Context: an optimization exercise on an open-source flow, tuned for small area, a short achievable clock period and few clock cycles. The choices shown serve that exercise and are no tape-out recipe.
Only simulation tests tie the RTL to the original design; equivalence was not proved.
Power and IR drop assume default switching activity.

Design CPU, start of the top module:
module CPU (
    input             Clk,
    input             Reset,
    input      [31:0] Input_Data,
    output     [31:0] Address,
    output     [31:0] Output_Data,
    output     [ 3:0] Write_Enable
);
Size: ~5700 cells after synthesis, roughly 1300 flip-flops, ~65000 um2 of cells after synthesis.
Settings: LEC_CHECK=0, CAP_MARGIN=20, CORE_MARGIN=2, CORE_UTILIZATION=50, CTS_CLUSTER_DIAMETER=80, CTS_CLUSTER_SIZE=22, SLEW_MARGIN=20; clock period 15.0 ns.
standard.sh (not shown) runs the stock make flow with config.mk's settings and CLKGATE_MAP_FILE= SYNTH_SCRIPT=/design/flow/synth_recipe.tcl, a recipe that flattens the netlist after the stock synthesis.
==> flow/flow/run.sh <==
#!/bin/bash
set -euo pipefail
read -r MARGIN TNS < flow/repair.txt
DONT_USE=$(cat flow/dont_use.txt)
bash standard.sh SETUP_SLACK_MARGIN=$MARGIN TNS_END_PERCENT=$TNS MATCH_CELL_FOOTPRINT=0 \
  "DONT_USE_CELLS=$DONT_USE" finish > standard_flow.log 2>&1
==> flow/flow/dont_use.txt <==
DONT_USE_CELLS: sky130_fd_sc_hd__probe_p_8 sky130_fd_sc_hd__probec_p_8 sky130_fd_sc_hd__lpflow_bleeder_1 sky130_fd_sc_hd__lpflow_clkbufkapwr_1 sky130_fd_sc_hd__lpflow_clkbufkapwr_16 sky130_fd_sc_hd__lpflow_clkbufkapwr_2 sky130_fd_sc_hd__lpflow_clkbufkapwr_4 sky130_fd_sc_hd__lpflow_clkbufkapwr_8 sky130_fd_sc_hd__lpflow_clkinvkapwr_1 sky130_fd_sc_hd__lpflow_clkinvkapwr_16 sky130_fd_sc_hd__lpflow_clkinvkapwr_2 sky130_fd_sc_hd__lpflow_clkinvkapwr_4 sky130_fd_sc_hd__lpflow_clkinvkapwr_8 sky130_fd_sc_hd__lpflow_decapkapwr_12 sky130_fd_sc_hd__lpflow_decapkapwr_3 sky130_fd_sc_hd__lpflow_decapkapwr_4 sky130_fd_sc_hd__lpflow_decapkapwr_6 sky130_fd_sc_hd__lpflow_decapkapwr_8 sky130_fd_sc_hd__lpflow_inputiso0n_1 sky130_fd_sc_hd__lpflow_inputiso0p_1 sky130_fd_sc_hd__lpflow_inputiso1n_1 sky130_fd_sc_hd__lpflow_inputiso1p_1 sky130_fd_sc_hd__lpflow_inputisolatch_1 sky130_fd_sc_hd__lpflow_isobufsrc_1 sky130_fd_sc_hd__lpflow_isobufsrc_16 sky130_fd_sc_hd__lpflow_isobufsrc_2 sky130_fd_sc_hd__lpflow_isobufsrc_4 sky130_fd_sc_hd__lpflow_isobufsrc_8 sky130_fd_sc_hd__lpflow_isobufsrckapwr_16 sky130_fd_sc_hd__lpflow_lsbuf_lh_hl_isowell_tap_1 sky130_fd_sc_hd__lpflow_lsbuf_lh_hl_isowell_tap_2 sky130_fd_sc_hd__lpflow_lsbuf_lh_hl_isowell_tap_4 sky130_fd_sc_hd__lpflow_lsbuf_lh_isowell_4 sky130_fd_sc_hd__lpflow_lsbuf_lh_isowell_tap_1 sky130_fd_sc_hd__lpflow_lsbuf_lh_isowell_tap_2 sky130_fd_sc_hd__lpflow_lsbuf_lh_isowell_tap_4 sky130_fd_sc_hd__ha_1 sky130_fd_sc_hd__ha_2 sky130_fd_sc_hd__ha_4 sky130_fd_sc_hd__fa_1 sky130_fd_sc_hd__fa_2 sky130_fd_sc_hd__fa_4 sky130_fd_sc_hd__clkdlybuf4s15_1 sky130_fd_sc_hd__clkdlybuf4s15_2 sky130_fd_sc_hd__clkdlybuf4s18_1 sky130_fd_sc_hd__clkdlybuf4s18_2 sky130_fd_sc_hd__clkdlybuf4s25_1 sky130_fd_sc_hd__clkdlybuf4s25_2 sky130_fd_sc_hd__clkdlybuf4s50_1 sky130_fd_sc_hd__clkdlybuf4s50_2 sky130_fd_sc_hd__dlymetal6s2s_1 sky130_fd_sc_hd__dlymetal6s4s_1 sky130_fd_sc_hd__dlymetal6s6s_1
==> flow/flow/repair.txt <==
10.3 10
The starting point finished with timing, DRC and antenna clean.
Testbench counts at the start, summed over its fixed seeds: cycles 128,057.
Then changed:
CORE_UTILIZATION = 45   (was 50)
Design area rises by 0.68%.
Sequential power hardly moves.
Sequential cell count does not change.
Die area rises by 11%.
Register-to-register slack stays flat.
Total power rises by 1.4%.
Global-route usage falls by 5.8 points.
Combinational power stays flat.

[port drivers added, routing unchanged]
Ports are ideal in the flow. The routed layouts listed here were re-timed in OpenROAD. Step 1 (the two cells are an assumption about what drives the block):
set clk [get_ports {Clk}]
set_driving_cell -lib_cell sky130_fd_sc_hd__clkbuf_16 $clk
set_driving_cell -lib_cell sky130_fd_sc_hd__buf_2 [delete_from_list [all_inputs] $clk]
Step 2 also shifts input and output timing later by t, the mid clock arrival at the registers, as if the neighbouring blocks saw the same clock. Three values: no drivers, after step 1, after step 2; two values: the first two.
| run | t (ns) | slack for setup (ns) | hold slack, ns | latest minus earliest clock arrival (ns) | pins driven straight from the clock port |
|---|---|---|---|---|---|
| the first run | 0.793 | 10.025 / 10.025 / 9.323 | 0.474 / 0.474 / 0.474 | 0.050 / 0.050 | 1 |
| the second run | 0.817 | 10.027 / 10.027 / 9.337 | 0.480 / 0.480 / 0.480 | 0.072 / 0.072 | 1 |
After both steps every run listed still meets setup and hold. The setup slack of the first run, which loses most, moves by 0.000 ns with the drivers and by -0.702 ns with both steps.
